What follows belongs to an exercise in optimizing a design on an open flow for small area and a short achievable clock period; a production flow would make more cautious choices.
No functional check of the RTL was part of any run shown here.

==> flow/design.v, too long to show whole: its modules and the start of the top module <==
// module float_larger: 7 lines
// module add_float: 53 lines
// module sub_float: 39 lines
// module Multiply: 413 lines
// module Multiply_one_minus: 435 lines
// module fa: 6 lines
// module resize_datapath: 32 lines
module resize_datapath (
  clk,
  reset_n,
  enable,
  data_in1,
  data_in2,
  scale,
  data_out
);
  // ...
==> flow/flow/run.sh <==
#!/bin/bash
# Own layout flow: the standard flow, except that the layout steps may not
# use the delay cells (so that the port buffers are plain buffers). The
# platform's own don't-use cells stay don't-use.
set -euo pipefail
W=$(pwd)
bash standard.sh synth > "$W/flow_synth.log" 2>&1
DONT="sky130_fd_sc_hd__clkdlybuf4s15_1 sky130_fd_sc_hd__clkdlybuf4s15_2 sky130_fd_sc_hd__clkdlybuf4s18_1 sky130_fd_sc_hd__clkdlybuf4s18_2 sky130_fd_sc_hd__clkdlybuf4s25_1 sky130_fd_sc_hd__clkdlybuf4s25_2 sky130_fd_sc_hd__clkdlybuf4s50_1 sky130_fd_sc_hd__clkdlybuf4s50_2 sky130_fd_sc_hd__dlygate4sd1_1 sky130_fd_sc_hd__dlygate4sd2_1 sky130_fd_sc_hd__dlygate4sd3_1 sky130_fd_sc_hd__dlymetal6s2s_1 sky130_fd_sc_hd__dlymetal6s4s_1 sky130_fd_sc_hd__dlymetal6s6s_1"
DONT="$DONT $(sed -n '/^export DONT_USE_CELLS/,/^[^ ]/p' "$FLOW_HOME/platforms/sky130hd/config.mk" | grep -o 'sky130_fd_sc_hd__[A-Za-z0-9_]*' | tr '\n' ' ')"
bash standard.sh "DONT_USE_CELLS=$DONT" finish > "$W/flow_finish.log" 2>&1
==> flow/standard.sh <==
#!/bin/bash
# synth_recipe.tcl (not shown) runs the flow's synth.tcl, then flattens the netlist and writes it again
# the make line also repeats each setting of config.mk as NAME=value (left out here)
make -C /OpenROAD-flow-scripts/flow DESIGN_CONFIG=/design/flow/config.mk WORK_HOME=/design/flow/orfs CLKGATE_MAP_FILE= SYNTH_SCRIPT=/design/flow/synth_recipe.tcl "${@:-finish}"
==> flow/config.mk <==
export PLATFORM = sky130hd
export DESIGN_NAME = resize_datapath
export DESIGN_NICKNAME = resize_datapath
export VERILOG_FILES = /design/flow/design.v
export SDC_FILE = /design/flow/constraint.sdc
export NUM_CORES = 4
export LEC_CHECK = 0
export ABC_AREA = 1
export CAP_MARGIN = 20
export CORE_MARGIN = 2
export CORE_UTILIZATION = 40
export PLACE_DENSITY = 0.6
export SETUP_SLACK_MARGIN = 5
export SLEW_MARGIN = 20
export SYNTH_HIERARCHICAL = 1
export SYNTH_MINIMUM_KEEP_SIZE = 0
==> flow/constraint.sdc <==
create_clock -name core_clock -period 25.0 [get_ports {clk}]
set_input_delay 5.0000 -clock core_clock [delete_from_list [all_inputs] [get_ports {clk}]]
set_output_delay 5.0000 -clock core_clock [all_outputs]
set_load 0.01 [all_outputs]
==> summary.md, run 1 <==
| Metric | Value |
|---|---|
| Outcome | `no timing/DRC/antenna violations` |
| Reg area | `400.4 µm²` |
| Biggest regs | `data_out: 16 flops` |
| Met3 routed WL | `1664 µm` |
| Final Cycle Share | `72.41%` |
| Final Max Slew Viols | `0` |
| Pin count of the biggest net entering global routing | `23` |
| Synth area leader | `fa_1` |
| Largest Register | `data_out` |
| Hold Vio Cnt, Final | `0` |
| DR vias/cell | `5.051` |
| Vias in the first global route | `13,050` |
| CTS Hold Buffers Added | `0` |
| CTS Buf Count | `3` |
| Worst skew pair latency | `0.24 ns` |
| Initial antenna violation count | `0` |
| Fill count | `3,647` |
| GR Util met2 | `38.62%` |
| Residual DRC | `0` |
| GR met1 Demand/Resource | `27.98%` |
| Largest family of logic cells by synthesized area | `adder cells` |
| Reg2Reg Depth | `2` |
| # Taps | `455` |
| Multi-input gates | `1,632` |
| Syn_area_per_cell | `6.815 µm²` |
| Crit path from | `scale[1]` |
| Routability Congestion | `0.8991` |
| End-of-flow core utilization | `42.28%` |
| Dominant kind of cell | `multi-input gates` |
| Post-synthesis compound-gate area fraction | `8.046%` |
| WP depth | `74` |
==> run 2: changes to the inputs <==
==> flow/flow/run.sh (replaced) <==
#!/bin/bash
# Own layout flow: the standard synthesis, then the combinational logic
# between the registers and the adder cells is mapped again by ABC for area,
# then the standard layout from the floorplan on.
set -euo pipefail
W=$(pwd)
R=$W/orfs/results/$FLOW_PLATFORM/resize_datapath/base
YOSYS=$FLOW_HOME/../tools/install/yosys/bin/yosys
LIB=$FLOW_HOME/platforms/sky130hd/lib/sky130_fd_sc_hd__tt_025C_1v80.lib

bash standard.sh synth > "$W/flow_synth.log" 2>&1
cp "$R/1_2_yosys.v" "$W/standard_1_2_yosys.v"

# cells the platform marks don't-use
DL="sky130_fd_sc_hd__clkdlybuf4s15_1 sky130_fd_sc_hd__clkdlybuf4s15_2 sky130_fd_sc_hd__clkdlybuf4s18_1 sky130_fd_sc_hd__clkdlybuf4s18_2 sky130_fd_sc_hd__clkdlybuf4s25_1 sky130_fd_sc_hd__clkdlybuf4s25_2 sky130_fd_sc_hd__clkdlybuf4s50_1 sky130_fd_sc_hd__clkdlybuf4s50_2 sky130_fd_sc_hd__dlygate4sd1_1 sky130_fd_sc_hd__dlygate4sd2_1 sky130_fd_sc_hd__dlygate4sd3_1 sky130_fd_sc_hd__dlymetal6s2s_1 sky130_fd_sc_hd__dlymetal6s4s_1 sky130_fd_sc_hd__dlymetal6s6s_1"
DONT_ALL="$DL $(sed -n '/^export DONT_USE_CELLS/,/^[^ ]/p' "$FLOW_HOME/platforms/sky130hd/config.mk" | grep -o 'sky130_fd_sc_hd__[A-Za-z0-9_]*' | tr '\n' ' ')"
DONT=$( (echo $DL; sed -n '/^export DONT_USE_CELLS/,/^[^ ]/p' "$FLOW_HOME/platforms/sky130hd/config.mk") \
       | grep -o 'sky130_fd_sc_hd__[A-Za-z0-9_]*' | sed 's/^/-dont_use /' | tr '\n' ' ')
# ABC is not to map to the multi-output adder cells
MO=$(for c in fa_1 fa_2 fa_4 fah_1 fahcin_1 fahcon_1 ha_1 ha_2 ha_4; do printf -- "-dont_use sky130_fd_sc_hd__$c "; done)
printf 'set_driving_cell sky130_fd_sc_hd__buf_1\nset_load 5\n' > "$W/resyn.constr"
cat > "$W/resyn.ys" <<EOS
read_liberty -ignore_miss_func $LIB
blackbox sky130_fd_sc_hd__fa_1 sky130_fd_sc_hd__fa_2 sky130_fd_sc_hd__fa_4 sky130_fd_sc_hd__ha_1 sky130_fd_sc_hd__ha_2 sky130_fd_sc_hd__ha_4 sky130_fd_sc_hd__dfrtp_1 sky130_fd_sc_hd__dfrtp_2 sky130_fd_sc_hd__dfrtp_4
read_verilog $W/standard_1_2_yosys.v
hierarchy -top $FLOW_TOP
flatten
opt_clean -purge
abc -liberty $LIB -constr $W/resyn.constr $DONT $MO
opt_clean -purge
hilomap -singleton -hicell sky130_fd_sc_hd__conb_1 HI -locell sky130_fd_sc_hd__conb_1 LO
splitnets
opt_clean -purge
stat -liberty $LIB
write_verilog -noattr -nohex -nodec $W/resyn.v
EOS
"$YOSYS" -s "$W/resyn.ys" > "$W/flow_resyn.log" 2>&1
# read the new netlist back on its own and check it
"$YOSYS" -p "read_liberty -lib $LIB; read_verilog $W/resyn.v; hierarchy -check -top $FLOW_TOP; check -assert -mapped" > "$W/flow_resyn_check.log" 2>&1
cp "$W/resyn.v" "$R/1_2_yosys.v"
touch "$R/1_2_yosys.v"

bash standard.sh "DONT_USE_CELLS=$DONT_ALL" finish > "$W/flow_finish.log" 2>&1
==> run 2 against run 1 <==
Compared with the run above:
- hold slack better by 0.0079 ns
- final area shrank 13%
- critical path depth is 9 lower
- first-iteration DRC count increased by 30%
- final cell count decreased by 27%
- largest cell class unchanged
- clock skew unchanged
- area after synthesis fell by 16%
- register-to-register slack worse by 0.12 ns
- routed wire length shrank 9.0%
==> summary.md, run 2 <==
| Metric | Value |
|---|---|
| N_diodes | `0 (unchanged)` |
| Biggest regs | `data_out: 16 flops (unchanged)` |
| P&R area growth vs syn | `8.644% (was 4.737%)` |
| Multi-input logic area | `0.01064 mm² (was 0.01187 mm²)` |
| Crit path top cell by count | `fa_1 (was nand2_1)` |
| Yosys warns | `9 (unchanged)` |
| Max clock buf depth | `2 (unchanged)` |
| Family with the most delay on the worst path | `compound AO/OA/AOI/OAI gates (was adder cells)` |
| Post-DP HPWL | `26,780 µm (was 31,340 µm)` |
| I/O Buffers | `66 (unchanged)` |
| CTS Hold Buffers Added | `0 (unchanged)` |
| Max_cap viols | `0 (unchanged)` |
| Worst hold margin | `0.4797 ns (was 0.4718 ns)` |
| Full die area | `0.03044 mm² (was 0.03611 mm²)` |
| Setup crit end kind | `flip-flop (unchanged)` |
| GR Util met2 | `36.33% (was 38.62%)` |
| Setup_tns | `0 ns (unchanged)` |
| Area of the mapped netlist | `0.01162 mm² (was 0.01384 mm²)` |
| Reg area | `400.4 µm² (unchanged)` |
| Vias | `10,290 (was 12,740)` |
| GR peak layer | `met2 (unchanged)` |
| Outcome | `no timing/DRC/antenna violations (unchanged)` |
| Buf/Inv on CP | `7 (was 14)` |
| Die Span Y | `174.5 µm (was 190.0 µm)` |
| GR met1 Demand/Resource | `30.20% (was 27.98%)` |
| Critical path class | `primary input to flip-flop (unchanged)` |
| Fill count | `2,841 (was 3,647)` |
| Max reg flops | `16 (unchanged)` |
| Hold Vio Cnt, Final | `0 (unchanged)` |
| Worst slew pin tran | `1.152 ns (was 1.040 ns)` |
| Core Area | `0.02863 mm² (was 0.03429 mm²)` |
| GRT Resource Usage Total | `21.75% (was 21.18%)` |
| Critical path fanouts, max | `12 (was 22)` |
| Total clock sinks | `16 (unchanged)` |
| Top Ports | `67 (unchanged)` |
| NumNets Final | `1,822 (was 2,429)` |
| Final Setup Violations | `0 (unchanged)` |
| WP data arrival | `19.46 ns (was 18.24 ns)` |
| Routability Congestion | `0.9051 (was 0.8991)` |
| GRT met3 Usage | `2.537% (was 1.236%)` |
| Syn_area_per_cell | `8.285 µm² (was 6.815 µm²)` |
| Initial DRC Count | `925 (was 709)` |
| Critical path's largest stage delay | `0.58 ns (was 0.60 ns)` |
| Final Max Slew Viols | `0 (unchanged)` |
| Critical path startpoint category | `primary input (unchanged)` |
| # rows | `62 (was 68)` |
| CTS Buf Count | `3 (unchanged)` |
| Most common cell after layout, fill and taps aside | `nand2_1 (unchanged)` |
| Residual DRC | `0 (unchanged)` |
| Max frequency | `0.05174 GHz (was 0.05524 GHz)` |
| Pin count of the biggest net entering global routing | `30 (was 23)` |
| Gr ovfl total | `0 (unchanged)` |
| Critical path data required time | `25.13 ns (was 25.14 ns)` |
| Die W | `174.5 µm (was 190.0 µm)` |
| CTS tree | `built (unchanged)` |
| Largest Register | `data_out (unchanged)` |
| Initial antenna violation count | `0 (unchanged)` |
| 1st-pass router iterations | `8 (was 5)` |
| Max-slew headroom | `23.22% (was 30.68%)` |
| Vias in the first global route | `10,410 (was 13,050)` |
| Wire per inst | `18.07 µm (was 14.53 µm)` |
| Most frequent cells in the layout | `nand2_1, fa_1, inv_1 (was nand2_1, inv_1, fa_1)` |
| Worst skew pair latency | `0.24 ns (about the same)` |
| Final wirelength | `33,360 µm (was 36,660 µm)` |
| Clk root buf | `clkbuf_16 (unchanged)` |
| Reg clk slew, reported paths | `0.05 ns (about the same)` |
| Share of cells above drive strength 1 | `6.772% (was 7.205%)` |
| First-pass GRT wire length | `53,650 µm (was 63,150 µm)` |
| Fin crit period | `19.33 ns (was 18.10 ns)` |
| Starting Density | `40.61% (was 40.37%)` |
| Final Cycle Share | `77.31% (was 72.41%)` |
| Fin Clk Skew | `0 ns (unchanged)` |
| Hold crit path type | `flip-flop to flip-flop (unchanged)` |
| DR vias/cell | `5.576 (was 5.051)` |
| RSZ-0062 raised after global routing | `no (unchanged)` |
| H-tree depth | `1 (unchanged)` |
| Final antenna-violating net count | `0 (unchanged)` |
| CP max-delay cell | `fa_1 (was buf_1)` |
| Post-synthesis instance total | `1,403 (was 2,031)` |
-- run 2: cell types whose count changed in the layout (fill, tap and decap cells not counted), moves of 17 or more --
cell	delta
o21ai_0	-42
nor2_2	-18
nand2_4	-17
mux2i_1	+28
nand3_1	-107
xnor2_1	+32
nand2_2	-35
buf_2	+19
nand2_1	-414
a21oi_1	+29
inv_1	-163
-- run 2: metal layers --
metal | vias up | routed length (µm)
li1 | 4770 | -
met1 | 5017 | 14700
met2 | 447 | 15520
met3 | 60 | 2324
met4 | 0 | 825
met5 | - | 0
-- run 2: metrics by stage --
step	std cells	util (%)	worst slack [ns]	area, µm²
CTS	1828	43.32	5.056	12400
detailed placement	1820	42.74	3.372	12230
finish	1846	44.12	5.673	12630
global placement	1820	42.74	3.697	12230
floorplan	1423	-	5.497	11700
global route	1846	44.12	4.992	12630
-- run 2: final timing paths --
check                              from      endpoint  slack [ns]  cells after the start
max in group asynchronous       reset_n   data_out[6]       19.63                      1
min                         data_out[3]   data_out[3]        0.48                      1
min in group asynchronous       reset_n   data_out[1]        4.84                      1
max                            scale[2]  data_out[14]        5.67                     65
max reg2reg                data_out[10]  data_out[10]       24.27                      2
min reg2reg                 data_out[3]   data_out[3]        0.48                      1
-- run 2: layout make-up --
| class | instances | area share, % |
|---|---|---|
| repair buffers | 113 | 3.715 |
| inverters | 146 | 4.350 |
| flip-flops and latches | 16 | 3.171 |
| well taps | 384 | 3.805 |
| multi-input cells | 1183 | 84.26 |
| clock buffers | 4 | 0.7035 |
-- run 2: timing repair --
action	in CTS	in global routing
endpoints found under the setup margin	15	15
cloned	0	0
setup buffers	4	18
pin swaps	2	10
gates resized for setup	23	36
==> module float_larger, before the edit <==
module float_larger (sa, ea, ma, sb, eb, mb, isLarger);
  input        sa, sb;
  input  [4:0] ea, eb;
  input  [9:0] ma, mb;
  output       isLarger;
  assign isLarger = (~sa & sb) | ((sa ~^ sb) & ({ea, ma} > {eb, mb}));
endmodule
==> module add_float, before the edit <==
module add_float (za, sa, pa, ha, ma, zb, sb, pb, hb, mb, c);
  input        za, sa, ha, zb, sb, hb;
  input  [4:0] pa, pb;
  input  [9:0] ma, mb;
  output [15:0] c;
  wire        s1 = ~za & sa;
  wire        s2 = ~zb & sb;
  wire        h1 = ~za & ha;
  wire        h2 = ~zb & hb;
  wire [4:0]  p1 = za ? 5'd0 : pa;
  wire [4:0]  p2 = zb ? 5'd0 : pb;
  wire [9:0]  m1 = za ? 10'd0 : ma;
  wire [9:0]  m2 = zb ? 10'd0 : mb;
  wire [4:0]  e1 = p1 + {4'd0, h1};
  wire [4:0]  e2 = p2 + {4'd0, h2};
  wire l;
  float_larger fl (.sa(s1), .ea(e1), .ma(m1),
                   .sb(s2), .eb(e2), .mb(m2), .isLarger(l));
  wire [4:0]  da = e1 - e2;
  wire [4:0]  db = e2 - e1;
  wire [10:0] ya = align({1'b1, m2}, da);    
  wire [10:0] yb = align({1'b1, m1}, db);    
  wire        sx = l ? s1 : s2;
  wire        sy = l ? s2 : s1;
  wire [4:0]  ex = l ? e1 : e2;
  wire [9:0]  mx = l ? m1 : m2;
  wire [10:0] ys = l ? ya : yb;
  wire [11:0] s = ({2'b01, mx} ^ {12{sx}}) + ({1'b0, ys} ^ {12{sy}})
                  + {10'd0, sx, sy & ~sx};
  reg  [3:0]  lz;
  integer i;
  always @* begin
    lz = 4'd0;
    for (i = 0; i <= 10; i = i + 1)
      if (s[i]) lz = 4'd10 - i[3:0];
  end
  wire [10:0] sn = s[10:0] << lz;
  wire zero = (s == 12'd0);
  assign c[15]    = sx;
  assign c[14:10] = s[11] ? ex + 5'd1 :
                    zero  ? 5'd0 : ex - {1'b0, lz};
  assign c[9:0]   = s[11] ? 10'd0 : sn[9:0];
  function [10:0] align(input [10:0] mm, input [4:0] sh);
    reg [10:0] t;
    begin
      t = sh[0] ? {1'd0, mm[10:1]} : mm;
      t = sh[1] ? {2'd0, t[10:2]} : t;
      t = sh[2] ? {4'd0, t[10:4]} : t;
      t = sh[3] ? {8'd0, t[10:8]} : t;
      align = sh[4] ? 11'd0 : t;
    end
  endfunction
endmodule
==> module Multiply, before the edit <==
module Multiply (a, b, z, s, ep, h, m);
  input  [15:0] a, b;
  output        z;       
  output        s;       
  output [4:0]  ep;      
  output        h;       
  output [9:0]  m;       
  wire [9:0] an = ~a[9:0];
  wire [9:0] bn = ~b[9:0];
  wire pn0_0 = ~(a[0] & b[0]);
  wire pn0_1 = ~(a[0] & b[1]);
  wire pn0_2 = ~(a[0] & b[2]);
  wire pn0_3 = ~(a[0] & b[3]);
  wire pn0_4 = ~(a[0] & b[4]);
  wire pn0_5 = ~(a[0] & b[5]);
  wire pn0_6 = ~(a[0] & b[6]);
  wire pn0_7 = ~(a[0] & b[7]);
  wire pn0_8 = ~(a[0] & b[8]);
  wire pn0_9 = ~(a[0] & b[9]);
  wire pn1_0 = ~(a[1] & b[0]);
  wire pn1_1 = ~(a[1] & b[1]);
  wire pn1_2 = ~(a[1] & b[2]);
  wire pn1_3 = ~(a[1] & b[3]);
  wire pn1_4 = ~(a[1] & b[4]);
  wire pn1_5 = ~(a[1] & b[5]);
  wire pn1_6 = ~(a[1] & b[6]);
  wire pn1_7 = ~(a[1] & b[7]);
  wire pn1_8 = ~(a[1] & b[8]);
  wire pn1_9 = ~(a[1] & b[9]);
  wire pn2_0 = ~(a[2] & b[0]);
  wire pn2_1 = ~(a[2] & b[1]);
  wire pn2_2 = ~(a[2] & b[2]);
  wire pn2_3 = ~(a[2] & b[3]);
  wire pn2_4 = ~(a[2] & b[4]);
  wire pn2_5 = ~(a[2] & b[5]);
  wire pn2_6 = ~(a[2] & b[6]);
  wire pn2_7 = ~(a[2] & b[7]);
  wire pn2_8 = ~(a[2] & b[8]);
  wire pn2_9 = ~(a[2] & b[9]);
  wire pn3_0 = ~(a[3] & b[0]);
  wire pn3_1 = ~(a[3] & b[1]);
  wire pn3_2 = ~(a[3] & b[2]);
  wire pn3_3 = ~(a[3] & b[3]);
  wire pn3_4 = ~(a[3] & b[4]);
  wire pn3_5 = ~(a[3] & b[5]);
  wire pn3_6 = ~(a[3] & b[6]);
  wire pn3_7 = ~(a[3] & b[7]);
  wire pn3_8 = ~(a[3] & b[8]);
  wire pn3_9 = ~(a[3] & b[9]);
  wire pn4_0 = ~(a[4] & b[0]);
  wire pn4_1 = ~(a[4] & b[1]);
  wire pn4_2 = ~(a[4] & b[2]);
  wire pn4_3 = ~(a[4] & b[3]);
  wire pn4_4 = ~(a[4] & b[4]);
  wire pn4_5 = ~(a[4] & b[5]);
  wire pn4_6 = ~(a[4] & b[6]);
  wire pn4_7 = ~(a[4] & b[7]);
  wire pn4_8 = ~(a[4] & b[8]);
  wire pn4_9 = ~(a[4] & b[9]);
  wire pn5_0 = ~(a[5] & b[0]);
  wire pn5_1 = ~(a[5] & b[1]);
  wire pn5_2 = ~(a[5] & b[2]);
  wire pn5_3 = ~(a[5] & b[3]);
  wire pn5_4 = ~(a[5] & b[4]);
  wire pn5_5 = ~(a[5] & b[5]);
  wire pn5_6 = ~(a[5] & b[6]);
  wire pn5_7 = ~(a[5] & b[7]);
  wire pn5_8 = ~(a[5] & b[8]);
  wire pn5_9 = ~(a[5] & b[9]);
  wire pn6_0 = ~(a[6] & b[0]);
  wire pn6_1 = ~(a[6] & b[1]);
  wire pn6_2 = ~(a[6] & b[2]);
  wire pn6_3 = ~(a[6] & b[3]);
  wire pn6_4 = ~(a[6] & b[4]);
  wire pn6_5 = ~(a[6] & b[5]);
  wire pn6_6 = ~(a[6] & b[6]);
  wire pn6_7 = ~(a[6] & b[7]);
  wire pn6_8 = ~(a[6] & b[8]);
  wire pn6_9 = ~(a[6] & b[9]);
  wire pn7_0 = ~(a[7] & b[0]);
  wire pn7_1 = ~(a[7] & b[1]);
  wire pn7_2 = ~(a[7] & b[2]);
  wire pn7_3 = ~(a[7] & b[3]);
  wire pn7_4 = ~(a[7] & b[4]);
  wire pn7_5 = ~(a[7] & b[5]);
  wire pn7_6 = ~(a[7] & b[6]);
  wire pn7_7 = ~(a[7] & b[7]);
  wire pn7_8 = ~(a[7] & b[8]);
  wire pn7_9 = ~(a[7] & b[9]);
  wire pn8_0 = ~(a[8] & b[0]);
  wire pn8_1 = ~(a[8] & b[1]);
  wire pn8_2 = ~(a[8] & b[2]);
  wire pn8_3 = ~(a[8] & b[3]);
  wire pn8_4 = ~(a[8] & b[4]);
  wire pn8_5 = ~(a[8] & b[5]);
  wire pn8_6 = ~(a[8] & b[6]);
  wire pn8_7 = ~(a[8] & b[7]);
  wire pn8_8 = ~(a[8] & b[8]);
  wire pn8_9 = ~(a[8] & b[9]);
  wire pn9_0 = ~(a[9] & b[0]);
  wire pn9_1 = ~(a[9] & b[1]);
  wire pn9_2 = ~(a[9] & b[2]);
  wire pn9_3 = ~(a[9] & b[3]);
  wire pn9_4 = ~(a[9] & b[4]);
  wire pn9_5 = ~(a[9] & b[5]);
  wire pn9_6 = ~(a[9] & b[6]);
  wire pn9_7 = ~(a[9] & b[7]);
  wire pn9_8 = ~(a[9] & b[8]);
  wire pn9_9 = ~(a[9] & b[9]);
  wire s0, c0;
  fa u0 (.a(pn0_9), .b(pn1_8), .c(1'b1), .s(s0), .co(c0));
  wire s1, c1;
  fa u1 (.a(pn1_9), .b(pn2_8), .c(pn3_7), .s(s1), .co(c1));
  wire s2, c2;
  fa u2 (.a(pn4_6), .b(pn5_5), .c(1'b1), .s(s2), .co(c2));
  wire s3, c3;
  fa u3 (.a(pn2_9), .b(pn3_8), .c(pn4_7), .s(s3), .co(c3));
  wire s4, c4;
  fa u4 (.a(pn5_6), .b(pn6_5), .c(1'b1), .s(s4), .co(c4));
  wire s5, c5;
  fa u5 (.a(pn3_9), .b(pn4_8), .c(pn5_7), .s(s5), .co(c5));
  wire s6, c6;
  fa u6 (.a(pn0_6), .b(pn1_5), .c(1'b1), .s(s6), .co(c6));
  wire s7, c7;
  fa u7 (.a(pn0_7), .b(pn1_6), .c(pn2_5), .s(s7), .co(c7));
  wire s8, c8;
  fa u8 (.a(pn3_4), .b(pn4_3), .c(1'b1), .s(s8), .co(c8));
  wire s9, c9;
  fa u9 (.a(pn0_8), .b(pn1_7), .c(pn2_6), .s(s9), .co(c9));
  wire s10, c10;
  fa u10 (.a(pn3_5), .b(pn4_4), .c(pn5_3), .s(s10), .co(c10));
  wire s11, c11;
  fa u11 (.a(pn6_2), .b(pn7_1), .c(1'b1), .s(s11), .co(c11));
  wire s12, c12;
  fa u12 (.a(s0), .b(pn2_7), .c(pn3_6), .s(s12), .co(c12));
  wire s13, c13;
  fa u13 (.a(pn4_5), .b(pn5_4), .c(pn6_3), .s(s13), .co(c13));
  wire s14, c14;
  fa u14 (.a(pn7_2), .b(pn8_1), .c(pn9_0), .s(s14), .co(c14));
  wire s15, c15;
  fa u15 (.a(c0), .b(s1), .c(s2), .s(s15), .co(c15));
  wire s16, c16;
  fa u16 (.a(pn6_4), .b(pn7_3), .c(pn8_2), .s(s16), .co(c16));
  wire s17, c17;
  fa u17 (.a(pn9_1), .b(an[0]), .c(bn[0]), .s(s17), .co(c17));
  wire s18, c18;
  fa u18 (.a(c1), .b(c2), .c(s3), .s(s18), .co(c18));
  wire s19, c19;
  fa u19 (.a(s4), .b(pn7_4), .c(pn8_3), .s(s19), .co(c19));
  wire s20, c20;
  fa u20 (.a(pn9_2), .b(an[1]), .c(bn[1]), .s(s20), .co(c20));
  wire s21, c21;
  fa u21 (.a(c3), .b(c4), .c(s5), .s(s21), .co(c21));
  wire s22, c22;
  fa u22 (.a(pn6_6), .b(pn7_5), .c(pn8_4), .s(s22), .co(c22));
  wire s23, c23;
  fa u23 (.a(pn9_3), .b(an[2]), .c(bn[2]), .s(s23), .co(c23));
  wire s24, c24;
  fa u24 (.a(c5), .b(pn4_9), .c(pn5_8), .s(s24), .co(c24));
  wire s25, c25;
  fa u25 (.a(pn6_7), .b(pn7_6), .c(pn8_5), .s(s25), .co(c25));
  wire s26, c26;
  fa u26 (.a(pn9_4), .b(an[3]), .c(bn[3]), .s(s26), .co(c26));
  wire s27, c27;
  fa u27 (.a(pn5_9), .b(pn6_8), .c(pn7_7), .s(s27), .co(c27));
  wire s28, c28;
  fa u28 (.a(pn8_6), .b(pn9_5), .c(an[4]), .s(s28), .co(c28));
  wire s29, c29;
  fa u29 (.a(pn6_9), .b(pn7_8), .c(pn8_7), .s(s29), .co(c29));
  wire s30, c30;
  fa u30 (.a(pn0_4), .b(pn1_3), .c(1'b1), .s(s30), .co(c30));
  wire s31, c31;
  fa u31 (.a(pn0_5), .b(pn1_4), .c(pn2_3), .s(s31), .co(c31));
  wire s32, c32;
  fa u32 (.a(pn3_2), .b(pn4_1), .c(1'b1), .s(s32), .co(c32));
  wire s33, c33;
  fa u33 (.a(s6), .b(pn2_4), .c(pn3_3), .s(s33), .co(c33));
  wire s34, c34;
  fa u34 (.a(pn4_2), .b(pn5_1), .c(pn6_0), .s(s34), .co(c34));
  wire s35, c35;
  fa u35 (.a(c6), .b(s7), .c(s8), .s(s35), .co(c35));
  wire s36, c36;
  fa u36 (.a(pn5_2), .b(pn6_1), .c(pn7_0), .s(s36), .co(c36));
  wire s37, c37;
  fa u37 (.a(c7), .b(c8), .c(s9), .s(s37), .co(c37));
  wire s38, c38;
  fa u38 (.a(s10), .b(s11), .c(pn8_0), .s(s38), .co(c38));
  wire s39, c39;
  fa u39 (.a(c9), .b(c10), .c(c11), .s(s39), .co(c39));
  wire s40, c40;
  fa u40 (.a(s12), .b(s13), .c(s14), .s(s40), .co(c40));
  wire s41, c41;
  fa u41 (.a(c12), .b(c13), .c(c14), .s(s41), .co(c41));
  wire s42, c42;
  fa u42 (.a(s15), .b(s16), .c(s17), .s(s42), .co(c42));
  wire s43, c43;
  fa u43 (.a(c15), .b(c16), .c(c17), .s(s43), .co(c43));
  wire s44, c44;
  fa u44 (.a(s18), .b(s19), .c(s20), .s(s44), .co(c44));
  wire s45, c45;
  fa u45 (.a(c18), .b(c19), .c(c20), .s(s45), .co(c45));
  wire s46, c46;
  fa u46 (.a(s21), .b(s22), .c(s23), .s(s46), .co(c46));
  wire s47, c47;
  fa u47 (.a(c21), .b(c22), .c(c23), .s(s47), .co(c47));
  wire s48, c48;
  fa u48 (.a(s24), .b(s25), .c(s26), .s(s48), .co(c48));
  wire s49, c49;
  fa u49 (.a(c24), .b(c25), .c(c26), .s(s49), .co(c49));
  wire s50, c50;
  fa u50 (.a(s27), .b(s28), .c(bn[4]), .s(s50), .co(c50));
  wire s51, c51;
  fa u51 (.a(c27), .b(c28), .c(s29), .s(s51), .co(c51));
  wire s52, c52;
  fa u52 (.a(pn9_6), .b(an[5]), .c(bn[5]), .s(s52), .co(c52));
  wire s53, c53;
  fa u53 (.a(c29), .b(pn7_9), .c(pn8_8), .s(s53), .co(c53));
  wire s54, c54;
  fa u54 (.a(pn9_7), .b(an[6]), .c(bn[6]), .s(s54), .co(c54));
  wire s55, c55;
  fa u55 (.a(pn8_9), .b(pn9_8), .c(an[7]), .s(s55), .co(c55));
  wire s56, c56;
  fa u56 (.a(pn0_3), .b(pn1_2), .c(1'b1), .s(s56), .co(c56));
  wire s57, c57;
  fa u57 (.a(s30), .b(pn2_2), .c(pn3_1), .s(s57), .co(c57));
  wire s58, c58;
  fa u58 (.a(c30), .b(s31), .c(s32), .s(s58), .co(c58));
  wire s59, c59;
  fa u59 (.a(c31), .b(c32), .c(s33), .s(s59), .co(c59));
  wire s60, c60;
  fa u60 (.a(c33), .b(c34), .c(s35), .s(s60), .co(c60));
  wire s61, c61;
  fa u61 (.a(c35), .b(c36), .c(s37), .s(s61), .co(c61));
  wire s62, c62;
  fa u62 (.a(c37), .b(c38), .c(s39), .s(s62), .co(c62));
  wire s63, c63;
  fa u63 (.a(c39), .b(c40), .c(s41), .s(s63), .co(c63));
  wire s64, c64;
  fa u64 (.a(c41), .b(c42), .c(s43), .s(s64), .co(c64));
  wire s65, c65;
  fa u65 (.a(c43), .b(c44), .c(s45), .s(s65), .co(c65));
  wire s66, c66;
  fa u66 (.a(c45), .b(c46), .c(s47), .s(s66), .co(c66));
  wire s67, c67;
  fa u67 (.a(c47), .b(c48), .c(s49), .s(s67), .co(c67));
  wire s68, c68;
  fa u68 (.a(c49), .b(c50), .c(s51), .s(s68), .co(c68));
  wire s69, c69;
  fa u69 (.a(c51), .b(c52), .c(s53), .s(s69), .co(c69));
  wire s70, c70;
  fa u70 (.a(c53), .b(c54), .c(s55), .s(s70), .co(c70));
  wire s71, c71;
  fa u71 (.a(c55), .b(pn9_9), .c(an[8]), .s(s71), .co(c71));
  wire s72, c72;
  fa u72 (.a(pn0_2), .b(pn1_1), .c(1'b1), .s(s72), .co(c72));
  wire s73, c73;
  fa u73 (.a(s56), .b(pn2_1), .c(pn3_0), .s(s73), .co(c73));
  wire s74, c74;
  fa u74 (.a(c56), .b(s57), .c(pn4_0), .s(s74), .co(c74));
  wire s75, c75;
  fa u75 (.a(c57), .b(s58), .c(pn5_0), .s(s75), .co(c75));
  wire s76, c76;
  fa u76 (.a(c58), .b(s59), .c(s34), .s(s76), .co(c76));
  wire s77, c77;
  fa u77 (.a(c59), .b(s60), .c(s36), .s(s77), .co(c77));
  wire s78, c78;
  fa u78 (.a(c60), .b(s61), .c(s38), .s(s78), .co(c78));
  wire s79, c79;
  fa u79 (.a(c61), .b(s62), .c(s40), .s(s79), .co(c79));
  wire s80, c80;
  fa u80 (.a(c62), .b(s63), .c(s42), .s(s80), .co(c80));
  wire s81, c81;
  fa u81 (.a(c63), .b(s64), .c(s44), .s(s81), .co(c81));
  wire s82, c82;
  fa u82 (.a(c64), .b(s65), .c(s46), .s(s82), .co(c82));
  wire s83, c83;
  fa u83 (.a(c65), .b(s66), .c(s48), .s(s83), .co(c83));
  wire s84, c84;
  fa u84 (.a(c66), .b(s67), .c(s50), .s(s84), .co(c84));
  wire s85, c85;
  fa u85 (.a(c67), .b(s68), .c(s52), .s(s85), .co(c85));
  wire s86, c86;
  fa u86 (.a(c68), .b(s69), .c(s54), .s(s86), .co(c86));
  wire s87, c87;
  fa u87 (.a(c69), .b(s70), .c(bn[7]), .s(s87), .co(c87));
  wire s88, c88;
  fa u88 (.a(c70), .b(s71), .c(bn[8]), .s(s88), .co(c88));
  wire s89, c89;
  fa u89 (.a(c71), .b(an[9]), .c(bn[9]), .s(s89), .co(c89));
  wire [21:0] ran = {1'b1, c89, c88, c87, c86, c85, c84, c83, c82, c81, c80, c79, c78, c77, c76, c75, c74, c73, c72, s72, pn0_1, pn0_0};
  wire [21:0] rbn = {1'b1, 1'b0, s89, s88, s87, s86, s85, s84, s83, s82, s81, s80, s79, s78, s77, s76, s75, s74, s73, pn2_0, pn1_0, 1'b1};
  wire [21:0] g0 = ~(ran | rbn);
  wire [21:0] p0 = ~(ran & rbn);
  wire [21:0] x0 = ran ^ rbn;
  wire G1_1 = g0[1] | (p0[1] & g0[0]);
  wire P1_1 = p0[1] & p0[0];
  wire G1_3 = g0[3] | (p0[3] & g0[2]);
  wire P1_3 = p0[3] & p0[2];
  wire G1_5 = g0[5] | (p0[5] & g0[4]);
  wire P1_5 = p0[5] & p0[4];
  wire G1_7 = g0[7] | (p0[7] & g0[6]);
  wire P1_7 = p0[7] & p0[6];
  wire G1_9 = g0[9] | (p0[9] & g0[8]);
  wire P1_9 = p0[9] & p0[8];
  wire G1_11 = g0[11] | (p0[11] & g0[10]);
  wire P1_11 = p0[11] & p0[10];
  wire G1_13 = g0[13] | (p0[13] & g0[12]);
  wire P1_13 = p0[13] & p0[12];
  wire G1_15 = g0[15] | (p0[15] & g0[14]);
  wire P1_15 = p0[15] & p0[14];
  wire G1_17 = g0[17] | (p0[17] & g0[16]);
  wire P1_17 = p0[17] & p0[16];
  wire G1_19 = g0[19] | (p0[19] & g0[18]);
  wire P1_19 = p0[19] & p0[18];
  wire G1_21 = g0[21] | (p0[21] & g0[20]);
  wire P1_21 = p0[21] & p0[20];
  wire G2_2 = g0[2] | (p0[2] & G1_1);
  wire P2_2 = p0[2] & P1_1;
  wire G2_3 = G1_3 | (P1_3 & G1_1);
  wire P2_3 = P1_3 & P1_1;
  wire G2_6 = g0[6] | (p0[6] & G1_5);
  wire P2_6 = p0[6] & P1_5;
  wire G2_7 = G1_7 | (P1_7 & G1_5);
  wire P2_7 = P1_7 & P1_5;
  wire G2_10 = g0[10] | (p0[10] & G1_9);
  wire P2_10 = p0[10] & P1_9;
  wire G2_11 = G1_11 | (P1_11 & G1_9);
  wire P2_11 = P1_11 & P1_9;
  wire G2_14 = g0[14] | (p0[14] & G1_13);
  wire P2_14 = p0[14] & P1_13;
  wire G2_15 = G1_15 | (P1_15 & G1_13);
  wire P2_15 = P1_15 & P1_13;
  wire G2_18 = g0[18] | (p0[18] & G1_17);
  wire P2_18 = p0[18] & P1_17;
  wire G2_19 = G1_19 | (P1_19 & G1_17);
  wire P2_19 = P1_19 & P1_17;
  wire G3_4 = g0[4] | (p0[4] & G2_3);
  wire P3_4 = p0[4] & P2_3;
  wire G3_5 = G1_5 | (P1_5 & G2_3);
  wire P3_5 = P1_5 & P2_3;
  wire G3_6 = G2_6 | (P2_6 & G2_3);
  wire P3_6 = P2_6 & P2_3;
  wire G3_7 = G2_7 | (P2_7 & G2_3);
  wire P3_7 = P2_7 & P2_3;
  wire G3_12 = g0[12] | (p0[12] & G2_11);
  wire P3_12 = p0[12] & P2_11;
  wire G3_13 = G1_13 | (P1_13 & G2_11);
  wire P3_13 = P1_13 & P2_11;
  wire G3_14 = G2_14 | (P2_14 & G2_11);
  wire P3_14 = P2_14 & P2_11;
  wire G3_15 = G2_15 | (P2_15 & G2_11);
  wire P3_15 = P2_15 & P2_11;
  wire G3_20 = g0[20] | (p0[20] & G2_19);
  wire P3_20 = p0[20] & P2_19;
  wire G3_21 = G1_21 | (P1_21 & G2_19);
  wire P3_21 = P1_21 & P2_19;
  wire G4_8 = g0[8] | (p0[8] & G3_7);
  wire P4_8 = p0[8] & P3_7;
  wire G4_9 = G1_9 | (P1_9 & G3_7);
  wire P4_9 = P1_9 & P3_7;
  wire G4_10 = G2_10 | (P2_10 & G3_7);
  wire P4_10 = P2_10 & P3_7;
  wire G4_11 = G2_11 | (P2_11 & G3_7);
  wire P4_11 = P2_11 & P3_7;
  wire G4_12 = G3_12 | (P3_12 & G3_7);
  wire P4_12 = P3_12 & P3_7;
  wire G4_13 = G3_13 | (P3_13 & G3_7);
  wire P4_13 = P3_13 & P3_7;
  wire G4_14 = G3_14 | (P3_14 & G3_7);
  wire P4_14 = P3_14 & P3_7;
  wire G4_15 = G3_15 | (P3_15 & G3_7);
  wire P4_15 = P3_15 & P3_7;
  wire G5_16 = g0[16] | (p0[16] & G4_15);
  wire P5_16 = p0[16] & P4_15;
  wire G5_17 = G1_17 | (P1_17 & G4_15);
  wire P5_17 = P1_17 & P4_15;
  wire G5_18 = G2_18 | (P2_18 & G4_15);
  wire P5_18 = P2_18 & P4_15;
  wire G5_19 = G2_19 | (P2_19 & G4_15);
  wire P5_19 = P2_19 & P4_15;
  wire G5_20 = G3_20 | (P3_20 & G4_15);
  wire P5_20 = P3_20 & P4_15;
  wire G5_21 = G3_21 | (P3_21 & G4_15);
  wire P5_21 = P3_21 & P4_15;
  wire [21:0] t;
  assign t[0] = x0[0];
  assign t[1] = x0[1] ^ g0[0];
  assign t[2] = x0[2] ^ G1_1;
  assign t[3] = x0[3] ^ G2_2;
  assign t[4] = x0[4] ^ G2_3;
  assign t[5] = x0[5] ^ G3_4;
  assign t[6] = x0[6] ^ G3_5;
  assign t[7] = x0[7] ^ G3_6;
  assign t[8] = x0[8] ^ G3_7;
  assign t[9] = x0[9] ^ G4_8;
  assign t[10] = x0[10] ^ G4_9;
  assign t[11] = x0[11] ^ G4_10;
  assign t[12] = x0[12] ^ G4_11;
  assign t[13] = x0[13] ^ G4_12;
  assign t[14] = x0[14] ^ G4_13;
  assign t[15] = x0[15] ^ G4_14;
  assign t[16] = x0[16] ^ G4_15;
  assign t[17] = x0[17] ^ G5_16;
  assign t[18] = x0[18] ^ G5_17;
  assign t[19] = x0[19] ^ G5_18;
  assign t[20] = x0[20] ^ G5_19;
  assign t[21] = x0[21] ^ G5_20;
  assign h  = t[21];
  assign m  = h ? t[20:11] : t[19:10];
  assign ep = a[14:10] + b[14:10] + 5'd17;    
  assign s  = a[15] ^ b[15];
  assign z  = (a == 16'd0) | (b == 16'd0);
endmodule
==> run 3: changes to the inputs <==
--- a/flow/design.v
+++ b/flow/design.v
@@ -1,7 +1,6 @@
-module float_larger (sa, ea, ma, sb, eb, mb, isLarger);
+module float_larger (sa, ea, sb, eb, isLarger);
   input        sa, sb;
   input  [4:0] ea, eb;
-  input  [9:0] ma, mb;
   output       isLarger;
-  assign isLarger = (~sa & sb) | ((sa ~^ sb) & ({ea, ma} > {eb, mb}));
+  assign isLarger = (sa ^ sb) ? ~sa : (ea >= eb);
 endmodule
@@ -23,8 +22,3 @@
   wire l;
-  float_larger fl (.sa(s1), .ea(e1), .ma(m1),
-                   .sb(s2), .eb(e2), .mb(m2), .isLarger(l));
-  wire [4:0]  da = e1 - e2;
-  wire [4:0]  db = e2 - e1;
-  wire [10:0] ya = align({1'b1, m2}, da);    
-  wire [10:0] yb = align({1'b1, m1}, db);    
+  float_larger fl (.sa(s1), .ea(e1), .sb(s2), .eb(e2), .isLarger(l));
   wire        sx = l ? s1 : s2;
@@ -33,2 +27,4 @@
   wire [9:0]  mx = l ? m1 : m2;
+  wire [10:0] ya = align({1'b1, m2}, e1 - e2);    
+  wire [10:0] yb = align({1'b1, m1}, e2 - e1);    
   wire [10:0] ys = l ? ya : yb;
@@ -393,92 +389,74 @@
   wire [21:0] x0 = ran ^ rbn;
-  wire G1_1 = g0[1] | (p0[1] & g0[0]);
-  wire P1_1 = p0[1] & p0[0];
-  wire G1_3 = g0[3] | (p0[3] & g0[2]);
-  wire P1_3 = p0[3] & p0[2];
-  wire G1_5 = g0[5] | (p0[5] & g0[4]);
-  wire P1_5 = p0[5] & p0[4];
-  wire G1_7 = g0[7] | (p0[7] & g0[6]);
-  wire P1_7 = p0[7] & p0[6];
-  wire G1_9 = g0[9] | (p0[9] & g0[8]);
-  wire P1_9 = p0[9] & p0[8];
-  wire G1_11 = g0[11] | (p0[11] & g0[10]);
-  wire P1_11 = p0[11] & p0[10];
-  wire G1_13 = g0[13] | (p0[13] & g0[12]);
-  wire P1_13 = p0[13] & p0[12];
-  wire G1_15 = g0[15] | (p0[15] & g0[14]);
-  wire P1_15 = p0[15] & p0[14];
-  wire G1_17 = g0[17] | (p0[17] & g0[16]);
-  wire P1_17 = p0[17] & p0[16];
-  wire G1_19 = g0[19] | (p0[19] & g0[18]);
-  wire P1_19 = p0[19] & p0[18];
-  wire G1_21 = g0[21] | (p0[21] & g0[20]);
-  wire P1_21 = p0[21] & p0[20];
-  wire G2_2 = g0[2] | (p0[2] & G1_1);
-  wire P2_2 = p0[2] & P1_1;
-  wire G2_3 = G1_3 | (P1_3 & G1_1);
-  wire P2_3 = P1_3 & P1_1;
-  wire G2_6 = g0[6] | (p0[6] & G1_5);
-  wire P2_6 = p0[6] & P1_5;
-  wire G2_7 = G1_7 | (P1_7 & G1_5);
-  wire P2_7 = P1_7 & P1_5;
-  wire G2_10 = g0[10] | (p0[10] & G1_9);
-  wire P2_10 = p0[10] & P1_9;
-  wire G2_11 = G1_11 | (P1_11 & G1_9);
-  wire P2_11 = P1_11 & P1_9;
-  wire G2_14 = g0[14] | (p0[14] & G1_13);
-  wire P2_14 = p0[14] & P1_13;
-  wire G2_15 = G1_15 | (P1_15 & G1_13);
-  wire P2_15 = P1_15 & P1_13;
-  wire G2_18 = g0[18] | (p0[18] & G1_17);
-  wire P2_18 = p0[18] & P1_17;
-  wire G2_19 = G1_19 | (P1_19 & G1_17);
-  wire P2_19 = P1_19 & P1_17;
-  wire G3_4 = g0[4] | (p0[4] & G2_3);
-  wire P3_4 = p0[4] & P2_3;
-  wire G3_5 = G1_5 | (P1_5 & G2_3);
-  wire P3_5 = P1_5 & P2_3;
-  wire G3_6 = G2_6 | (P2_6 & G2_3);
-  wire P3_6 = P2_6 & P2_3;
-  wire G3_7 = G2_7 | (P2_7 & G2_3);
-  wire P3_7 = P2_7 & P2_3;
-  wire G3_12 = g0[12] | (p0[12] & G2_11);
-  wire P3_12 = p0[12] & P2_11;
-  wire G3_13 = G1_13 | (P1_13 & G2_11);
-  wire P3_13 = P1_13 & P2_11;
-  wire G3_14 = G2_14 | (P2_14 & G2_11);
-  wire P3_14 = P2_14 & P2_11;
-  wire G3_15 = G2_15 | (P2_15 & G2_11);
-  wire P3_15 = P2_15 & P2_11;
-  wire G3_20 = g0[20] | (p0[20] & G2_19);
-  wire P3_20 = p0[20] & P2_19;
-  wire G3_21 = G1_21 | (P1_21 & G2_19);
-  wire P3_21 = P1_21 & P2_19;
-  wire G4_8 = g0[8] | (p0[8] & G3_7);
-  wire P4_8 = p0[8] & P3_7;
-  wire G4_9 = G1_9 | (P1_9 & G3_7);
-  wire P4_9 = P1_9 & P3_7;
-  wire G4_10 = G2_10 | (P2_10 & G3_7);
-  wire P4_10 = P2_10 & P3_7;
-  wire G4_11 = G2_11 | (P2_11 & G3_7);
-  wire P4_11 = P2_11 & P3_7;
-  wire G4_12 = G3_12 | (P3_12 & G3_7);
-  wire P4_12 = P3_12 & P3_7;
-  wire G4_13 = G3_13 | (P3_13 & G3_7);
-  wire P4_13 = P3_13 & P3_7;
-  wire G4_14 = G3_14 | (P3_14 & G3_7);
-  wire P4_14 = P3_14 & P3_7;
-  wire G4_15 = G3_15 | (P3_15 & G3_7);
-  wire P4_15 = P3_15 & P3_7;
-  wire G5_16 = g0[16] | (p0[16] & G4_15);
-  wire P5_16 = p0[16] & P4_15;
-  wire G5_17 = G1_17 | (P1_17 & G4_15);
-  wire P5_17 = P1_17 & P4_15;
-  wire G5_18 = G2_18 | (P2_18 & G4_15);
-  wire P5_18 = P2_18 & P4_15;
-  wire G5_19 = G2_19 | (P2_19 & G4_15);
-  wire P5_19 = P2_19 & P4_15;
-  wire G5_20 = G3_20 | (P3_20 & G4_15);
-  wire P5_20 = P3_20 & P4_15;
-  wire G5_21 = G3_21 | (P3_21 & G4_15);
-  wire P5_21 = P3_21 & P4_15;
+  wire G_1 = g0[1] | (p0[1] & g0[0]);
+  wire P_1 = p0[1] & p0[0];
+  wire G_2 = g0[3] | (p0[3] & g0[2]);
+  wire P_2 = p0[3] & p0[2];
+  wire G_3 = g0[5] | (p0[5] & g0[4]);
+  wire P_3 = p0[5] & p0[4];
+  wire G_4 = g0[7] | (p0[7] & g0[6]);
+  wire P_4 = p0[7] & p0[6];
+  wire G_5 = g0[9] | (p0[9] & g0[8]);
+  wire P_5 = p0[9] & p0[8];
+  wire G_6 = g0[11] | (p0[11] & g0[10]);
+  wire P_6 = p0[11] & p0[10];
+  wire G_7 = g0[13] | (p0[13] & g0[12]);
+  wire P_7 = p0[13] & p0[12];
+  wire G_8 = g0[15] | (p0[15] & g0[14]);
+  wire P_8 = p0[15] & p0[14];
+  wire G_9 = g0[17] | (p0[17] & g0[16]);
+  wire P_9 = p0[17] & p0[16];
+  wire G_10 = g0[19] | (p0[19] & g0[18]);
+  wire P_10 = p0[19] & p0[18];
+  wire G_11 = g0[21] | (p0[21] & g0[20]);
+  wire P_11 = p0[21] & p0[20];
+  wire G_12 = G_2 | (P_2 & G_1);
+  wire P_12 = P_2 & P_1;
+  wire G_13 = G_4 | (P_4 & G_3);
+  wire P_13 = P_4 & P_3;
+  wire G_14 = G_6 | (P_6 & G_5);
+  wire P_14 = P_6 & P_5;
+  wire G_15 = G_8 | (P_8 & G_7);
+  wire P_15 = P_8 & P_7;
+  wire G_16 = G_10 | (P_10 & G_9);
+  wire P_16 = P_10 & P_9;
+  wire G_17 = G_13 | (P_13 & G_12);
+  wire P_17 = P_13 & P_12;
+  wire G_18 = G_15 | (P_15 & G_14);
+  wire P_18 = P_15 & P_14;
+  wire G_19 = G_18 | (P_18 & G_17);
+  wire P_19 = P_18 & P_17;
+  wire G_20 = G_14 | (P_14 & G_17);
+  wire P_20 = P_14 & P_17;
+  wire G_21 = G_16 | (P_16 & G_19);
+  wire P_21 = P_16 & P_19;
+  wire G_22 = G_3 | (P_3 & G_12);
+  wire P_22 = P_3 & P_12;
+  wire G_23 = G_5 | (P_5 & G_17);
+  wire P_23 = P_5 & P_17;
+  wire G_24 = G_7 | (P_7 & G_20);
+  wire P_24 = P_7 & P_20;
+  wire G_25 = G_9 | (P_9 & G_19);
+  wire P_25 = P_9 & P_19;
+  wire G_26 = G_11 | (P_11 & G_21);
+  wire P_26 = P_11 & P_21;
+  wire G_27 = g0[2] | (p0[2] & G_1);
+  wire P_27 = p0[2] & P_1;
+  wire G_28 = g0[4] | (p0[4] & G_12);
+  wire P_28 = p0[4] & P_12;
+  wire G_29 = g0[6] | (p0[6] & G_22);
+  wire P_29 = p0[6] & P_22;
+  wire G_30 = g0[8] | (p0[8] & G_17);
+  wire P_30 = p0[8] & P_17;
+  wire G_31 = g0[10] | (p0[10] & G_23);
+  wire P_31 = p0[10] & P_23;
+  wire G_32 = g0[12] | (p0[12] & G_20);
+  wire P_32 = p0[12] & P_20;
+  wire G_33 = g0[14] | (p0[14] & G_24);
+  wire P_33 = p0[14] & P_24;
+  wire G_34 = g0[16] | (p0[16] & G_19);
+  wire P_34 = p0[16] & P_19;
+  wire G_35 = g0[18] | (p0[18] & G_25);
+  wire P_35 = p0[18] & P_25;
+  wire G_36 = g0[20] | (p0[20] & G_21);
+  wire P_36 = p0[20] & P_21;
   wire [21:0] t;
@@ -486,22 +464,22 @@
   assign t[1] = x0[1] ^ g0[0];
-  assign t[2] = x0[2] ^ G1_1;
-  assign t[3] = x0[3] ^ G2_2;
-  assign t[4] = x0[4] ^ G2_3;
-  assign t[5] = x0[5] ^ G3_4;
-  assign t[6] = x0[6] ^ G3_5;
-  assign t[7] = x0[7] ^ G3_6;
-  assign t[8] = x0[8] ^ G3_7;
-  assign t[9] = x0[9] ^ G4_8;
-  assign t[10] = x0[10] ^ G4_9;
-  assign t[11] = x0[11] ^ G4_10;
-  assign t[12] = x0[12] ^ G4_11;
-  assign t[13] = x0[13] ^ G4_12;
-  assign t[14] = x0[14] ^ G4_13;
-  assign t[15] = x0[15] ^ G4_14;
-  assign t[16] = x0[16] ^ G4_15;
-  assign t[17] = x0[17] ^ G5_16;
-  assign t[18] = x0[18] ^ G5_17;
-  assign t[19] = x0[19] ^ G5_18;
-  assign t[20] = x0[20] ^ G5_19;
-  assign t[21] = x0[21] ^ G5_20;
+  assign t[2] = x0[2] ^ G_1;
+  assign t[3] = x0[3] ^ G_27;
+  assign t[4] = x0[4] ^ G_12;
+  assign t[5] = x0[5] ^ G_28;
+  assign t[6] = x0[6] ^ G_22;
+  assign t[7] = x0[7] ^ G_29;
+  assign t[8] = x0[8] ^ G_17;
+  assign t[9] = x0[9] ^ G_30;
+  assign t[10] = x0[10] ^ G_23;
+  assign t[11] = x0[11] ^ G_31;
+  assign t[12] = x0[12] ^ G_20;
+  assign t[13] = x0[13] ^ G_32;
+  assign t[14] = x0[14] ^ G_24;
+  assign t[15] = x0[15] ^ G_33;
+  assign t[16] = x0[16] ^ G_19;
+  assign t[17] = x0[17] ^ G_34;
+  assign t[18] = x0[18] ^ G_25;
+  assign t[19] = x0[19] ^ G_35;
+  assign t[20] = x0[20] ^ G_21;
+  assign t[21] = x0[21] ^ G_36;
   assign h  = t[21];
==> run 3 against run 2 <==
Compared with the run above:
- die area down 1.4%
- final cell count is 1.1% lower
- core utilization shrank 0.091 points
- still clean on timing, DRC and antenna
- largest cell class unchanged
==> summary.md, run 3 <==
| Metric | Value |
|---|---|
| Wire per inst | `17.25 µm (was 18.07 µm)` |
| Total clock sinks | `16 (unchanged)` |
| Syn_area_per_cell | `8.176 µm² (was 8.285 µm²)` |
| Die Span Y | `173.2 µm (was 174.5 µm)` |
| 1st-pass router iterations | `7 (was 8)` |
| Critical path startpoint category | `primary input (unchanged)` |
| Post-synthesis instance total | `1,401 (was 1,403)` |
| N_diodes | `0 (unchanged)` |
| H-tree depth | `1 (unchanged)` |
| WP data arrival | `19.14 ns (was 19.46 ns)` |
| Max reg flops | `16 (unchanged)` |
| Vias | `9,993 (was 10,290)` |
| Initial antenna violation count | `0 (unchanged)` |
| Critical path's largest stage delay | `0.77 ns (was 0.58 ns)` |
| Pin count of the biggest net entering global routing | `33 (was 30)` |
| Max clock buf depth | `2 (unchanged)` |
| Core Area | `0.02801 mm² (was 0.02863 mm²)` |
| # rows | `61 (was 62)` |
| CTS Buf Count | `3 (unchanged)` |
| RSZ-0062 raised after global routing | `no (unchanged)` |
| Final wirelength | `31,490 µm (was 33,360 µm)` |
| Hold Vio Cnt, Final | `0 (unchanged)` |
| GR met1 Demand/Resource | `30.05% (was 30.20%)` |
| GRT Resource Usage Total | `21.26% (was 21.75%)` |
| Most common cell after layout, fill and taps aside | `nand2_1 (unchanged)` |
| Setup_tns | `0 ns (unchanged)` |
| Area of the mapped netlist | `0.01145 mm² (was 0.01162 mm²)` |
| Dpl ws | `4.239 ns (was 3.372 ns)` |
| CTS tree | `built (unchanged)` |
| GR Util met2 | `36.68% (was 36.33%)` |
| Top Ports | `67 (unchanged)` |
| Routability Congestion | `0.9196 (was 0.9051)` |
| Reg clk slew, reported paths | `0.05 ns (about the same)` |
| Residual DRC | `0 (unchanged)` |
| Max-slew headroom | `34.60% (was 23.22%)` |
| P&R area growth vs syn | `7.657% (was 8.644%)` |
| GRT met3 Usage | `1.096% (was 2.537%)` |
| Yosys warns | `9 (unchanged)` |
| Max frequency | `0.05268 GHz (was 0.05174 GHz)` |
| Worst setup margin | `6.019 ns (was 5.673 ns)` |
| Final Setup Violations | `0 (unchanged)` |
| Worst slew pin tran | `0.9810 ns (was 1.152 ns)` |
| Die W | `173.2 µm (was 174.5 µm)` |
| Biggest regs | `data_out: 16 flops (unchanged)` |
| Vias in the first global route | `10,180 (was 10,410)` |
| Most frequent cells in the layout | `nand2_1, fa_1, inv_1 (unchanged)` |
| Worst skew pair latency | `0.24 ns (about the same)` |
| I/O Buffers | `66 (unchanged)` |
| Gr ovfl total | `0 (unchanged)` |
| NumNets Final | `1,800 (was 1,822)` |
| Outcome | `no timing/DRC/antenna violations (unchanged)` |
| Initial DRC Count | `772 (was 925)` |
| End-of-flow core utilization | `44.03% (was 44.12%)` |
| GR peak layer | `met2 (unchanged)` |
| Critical path data required time | `25.16 ns (was 25.13 ns)` |
| Critical path fanouts, max | `17 (was 12)` |
| Clk root buf | `clkbuf_16 (unchanged)` |
| Fin crit period | `18.98 ns (was 19.33 ns)` |
| Post-DP HPWL | `25,920 µm (was 26,780 µm)` |
| DR vias/cell | `5.473 (was 5.576)` |
| Max_cap viols | `0 (unchanged)` |
| Fin Clk Skew | `0 ns (unchanged)` |
| CP max-delay cell | `fa_2 (was fa_1)` |
| Full die area | `0.03001 mm² (was 0.03044 mm²)` |
| Largest Register | `data_out (unchanged)` |
| Setup crit end kind | `flip-flop (unchanged)` |
| Final Cycle Share | `75.92% (was 77.31%)` |
| Final antenna-violating net count | `0 (unchanged)` |
| Hold crit path type | `flip-flop to flip-flop (unchanged)` |
| Final Max Slew Viols | `0 (unchanged)` |
| Critical path class | `primary input to flip-flop (unchanged)` |
| Starting Density | `40.89% (was 40.61%)` |
| First-pass GRT wire length | `52,840 µm (was 53,650 µm)` |
| Share of cells above drive strength 1 | `4.972% (was 6.772%)` |
## run 3: area by class of cell
cell class | instances | area [µm²]
clock buffers | 4 | 88.84
fillers | 2818 | 15680
inverters | 156 | 589.3
multi-input cells | 1173 | 10370
flip-flops and latches | 16 | 400.4
well taps | 378 | 473.0
repair buffers | 99 | 411.6
## run 3: worst max-delay path: cells and delay by family
| kind | cells | cell delay (ns) |
|---|---|---|
| fa+ha+maj | 13 | 5.39 |
| compound gates | 24 | 4.33 |
| buf+inv | 8 | 1.61 |
| simple gates | 8 | 1.28 |
| mux | 3 | 0.74 |
| xor+xnor | 4 | 0.73 |
## run 3: timing repair
action,4_1_cts,5_1_grt
setup endpoints to repair,6,15
gates resized for setup,5,26
gates cloned,0,0
setup buffers,0,15
hold buffers,0,0
pin swaps,0,1
## run 3: path summary, 6_finish.rpt
check	slack, ns	start	depth (start not counted)	endpoint
min in group asynchronous	4.84	reset_n	1	data_out[1]
max in group asynchronous	19.64	reset_n	1	data_out[13]
worst max register to register	24.26	data_out[10]	2	data_out[10]
worst max-delay path	6.02	scale[1]	60	data_out[14]
worst min register to register	0.51	data_out[13]	1	data_out[13]
worst min-delay path	0.51	data_out[13]	1	data_out[13]
## run 3: stage by stage
| stage | cell area [µm²] | hold slack (ns) | std cells |
|---|---|---|---|
| final | 12330 | 0.5059 | 1826 |
| after global routing | 12330 | 0.5386 | 1826 |
| after CTS | 12140 | 0.5137 | 1811 |
| after detailed placement | 12030 | 0.5032 | 1807 |
| after global placement | 12030 | 0.4963 | 1807 |
| after floorplan | 11530 | 0.5490 | 1421 |
## run 3: routing by layer
layer,wire length (µm),vias up
li1,-,4683
met1,14250,4940
met2,15100,338
met3,1665,32
met4,479,0
met5,0,-
==> run 4: changes to the inputs <==
==> flow/flow/run.sh (replaced) <==
#!/bin/bash
# Own layout flow: the standard flow, except that the layout steps may not
# use the delay cells (so that the port buffers are plain buffers). The
# platform's own don't-use cells stay don't-use.
set -euo pipefail
W=$(pwd)
bash standard.sh synth > "$W/flow_synth.log" 2>&1
DONT="sky130_fd_sc_hd__clkdlybuf4s15_1 sky130_fd_sc_hd__clkdlybuf4s15_2 sky130_fd_sc_hd__clkdlybuf4s18_1 sky130_fd_sc_hd__clkdlybuf4s18_2 sky130_fd_sc_hd__clkdlybuf4s25_1 sky130_fd_sc_hd__clkdlybuf4s25_2 sky130_fd_sc_hd__clkdlybuf4s50_1 sky130_fd_sc_hd__clkdlybuf4s50_2 sky130_fd_sc_hd__dlygate4sd1_1 sky130_fd_sc_hd__dlygate4sd2_1 sky130_fd_sc_hd__dlygate4sd3_1 sky130_fd_sc_hd__dlymetal6s2s_1 sky130_fd_sc_hd__dlymetal6s4s_1 sky130_fd_sc_hd__dlymetal6s6s_1"
DONT="$DONT $(sed -n '/^export DONT_USE_CELLS/,/^[^ ]/p' "$FLOW_HOME/platforms/sky130hd/config.mk" | grep -o 'sky130_fd_sc_hd__[A-Za-z0-9_]*' | tr '\n' ' ')"
bash standard.sh "DONT_USE_CELLS=$DONT" finish > "$W/flow_finish.log" 2>&1
==> run 4 against run 3 <==
Compared with the run above:
- routed wire length rose by 12%
- largest cell class unchanged
- fmax rose by 5.8%
- critical path depth rose by 12
- sequential share of layout area fell by 0.36 points
- count of clock-buffer cells in the layout fell by 1
- first-iteration DRC count rose by 1.0%
- area after synthesis rose by 15%
- worst setup slack improved by 1.0 ns
- sequential cell count did not move
- final cell count rose by 32%
- final area rose by 12%
- highest routed layer unchanged
==> summary.md, run 4 <==
| Metric | Value |
|---|---|
| Die W | `185.8 µm (was 173.2 µm)` |
| Post-CTS Resized | `0 (was 5)` |
| Most frequent cells in the layout | `nand2_1, inv_1, fa_1 (was nand2_1, fa_1, inv_1)` |
| Routability Congestion | `0.9712 (was 0.9196)` |
| Critical path data required time | `25.13 ns (was 25.16 ns)` |
| Critical path startpoint category | `primary input (unchanged)` |
| DR vias/cell | `5.054 (was 5.473)` |
| CTS Hold Buffers Added | `0 (unchanged)` |
| Total clock sinks | `16 (unchanged)` |
| Worst slew pin tran | `1.048 ns (was 0.9810 ns)` |
| Setup crit end kind | `flip-flop (unchanged)` |
| Post-DP HPWL | `29,950 µm (was 25,920 µm)` |
| Reg area | `400.4 µm² (unchanged)` |
| Worst setup margin | `7.054 ns (was 6.019 ns)` |
| First-pass GRT wire length | `59,910 µm (was 52,840 µm)` |
| GR peak layer | `met2 (unchanged)` |
| Vias in the first global route | `12,230 (was 10,180)` |
| Post-synthesis compound-gate area fraction | `7.373%` |
| Setup Buffers After CTS | `0 (unchanged)` |
| End-of-flow core utilization | `42.57% (was 44.03%)` |
| Reg clk slew, reported paths | `0.04 ns (was 0.05 ns)` |
| GRT Resource Usage Total | `21.31% (was 21.26%)` |
| Multi-input logic area | `0.01143 mm² (was 0.01037 mm²)` |
| Max reg flops | `16 (unchanged)` |
| Final antenna-violating net count | `0 (unchanged)` |
| Family with the most delay on the worst path | `adder cells (unchanged)` |
| Post-synthesis instance total | `1,935 (was 1,401)` |
| CTS tree | `built (unchanged)` |
| Fill count | `3,493 (was 2,818)` |
| H-tree depth | `1 (unchanged)` |
| Final wirelength | `35,260 µm (was 31,490 µm)` |
| Synth area leader | `fa_1` |
| Max-slew headroom | `30.16% (was 34.60%)` |
| Initial antenna violation count | `1 (was 0)` |
| Area of the mapped netlist | `0.01322 mm² (was 0.01145 mm²)` |
| Wire per inst | `14.66 µm (was 17.25 µm)` |
| Critical path class | `primary input to flip-flop (unchanged)` |
| P&R area growth vs syn | `4.760% (was 7.657%)` |
| Outcome | `no timing/DRC/antenna violations (unchanged)` |
| Residual DRC | `0 (unchanged)` |
| Hold crit path type | `flip-flop to flip-flop (unchanged)` |
| GRT met3 Usage | `1.135% (was 1.096%)` |
| Dpl ws | `6.629 ns (was 4.239 ns)` |
| Full die area | `0.03452 mm² (was 0.03001 mm²)` |
| Critical path's largest stage delay | `0.68 ns (was 0.77 ns)` |
| Clk root buf | `clkbuf_16 (unchanged)` |
| RSZ-0062 raised after global routing | `no (unchanged)` |
| CTS Buf Count | `3 (unchanged)` |
| Pin count of the biggest net entering global routing | `24 (was 33)` |
| Largest Register | `data_out (unchanged)` |
| Crit path top cell by count | `nand2_1` |
| WP data arrival | `18.08 ns (was 19.14 ns)` |
| Hold Vio Cnt, Final | `0 (unchanged)` |
| Dpl cells | `2,402 (was 1,807)` |
| Final Setup Violations | `0 (unchanged)` |
| Die Span Y | `185.8 µm (was 173.2 µm)` |
| Core Area | `0.03254 mm² (was 0.02801 mm²)` |
| Max clock buf depth | `2 (unchanged)` |
| Most common cell after layout, fill and taps aside | `nand2_1 (unchanged)` |
| Largest family of logic cells by synthesized area | `adder cells` |
| Setup_tns | `0 ns (unchanged)` |
| GR Util met2 | `37.62% (was 36.68%)` |
| GR met1 Demand/Resource | `28.89% (was 30.05%)` |
| 1st-pass router iterations | `6 (was 7)` |
-- run 4: worst register-to-register path, stage by stage, from the launching register on --
cell and delay [ns]:
dfrtp_1 0.39, nand2_2 0.07, nand2_1 0.05
-- run 4: path summary, 6_finish.rpt --
check                             from           end  slack [ns]  cells past startpoint
max reg2reg                data_out[4]   data_out[4]       24.39                      2
max                           scale[7]  data_out[14]        7.05                     72
min reg2reg                data_out[8]   data_out[8]        0.47                      2
min in group asynchronous      reset_n   data_out[0]        4.83                      1
max in group asynchronous      reset_n   data_out[6]       19.66                      1
min                        data_out[8]   data_out[8]        0.47                      2
-- run 4: routing by layer --
metal / vias up / part of all wire (%)
met4: 0 / 2.4
met5: - / 0
met3: 48 / 4.6
met1: 5803 / 45
li1: 6010 / -
met2: 298 / 48
-- run 4: area by class of cell --
type | instances | share of cell area, %
repair buffers | 74 | 2.006
diodes | 1 | 0.01807
flip-flops and latches | 16 | 2.891
clock buffers | 3 | 0.5421
inverters | 292 | 7.986
well taps | 442 | 3.993
multi-input cells | 1578 | 82.56
-- run 4: logic make-up after synthesis --
logic type / after synthesis
simple gates: 1035
flops: 16
other cells: 4
compound gates: 167
fa+ha+maj: 300
buf+inv: 359
xor+xnor: 54
-- run 4: Yosys stat by module, one instance, submodules excluded --
module,flip-flops and latches,area [µm²]
Multiply,0,1765
resize_datapath,16,644.4
Multiply_one_minus,0,1762
float_larger,0,161.4
fa,0,20.02
sub_float,0,1454
add_float,0,3630
-- run 4: metrics by stage --
step	hold slack (ns)	instance area (µm²)
final	0.4670	13850
after global routing	0.4988	13850
after CTS	0.4697	13840
after detailed placement	0.4581	13770
after global placement	0.4532	13770
after floorplan	0.5053	13290

[static timing again, ports no longer ideal]
In the flow no input, the clock included, has a driving cell. The finished layouts below were timed again as built, in two steps.
Step 1 sets driving cells, clkbuf_16 on the clock port and buf_2 on the other inputs (assumed; they add their load-dependent delay and slew).
Step 2 also shifts input and output timing later by t, the mid clock arrival at the registers, as if the neighbouring blocks saw the same clock.
Slacks: ideal ports / drivers / drivers and shift; pairs: ideal ports / drivers.
| run | shift t [ns] | setup WS [ns] | pins driven straight from the clock port |
|---|---|---|---|
| run 1 | 0.271 | 6.897 / 6.899 / 6.628 | 1 |
| run 2 | 0.272 | 5.673 / 5.677 / 5.405 | 1 |
| run 3 | 0.270 | 6.019 / 6.026 / 5.756 | 1 |
| run 4 | 0.265 | 7.054 / 7.054 / 6.789 | 1 |
After both steps every run listed still meets setup and hold. For run 1, which loses most, drivers alone change the setup slack by +0.002 ns; drivers and shift together by -0.269 ns.
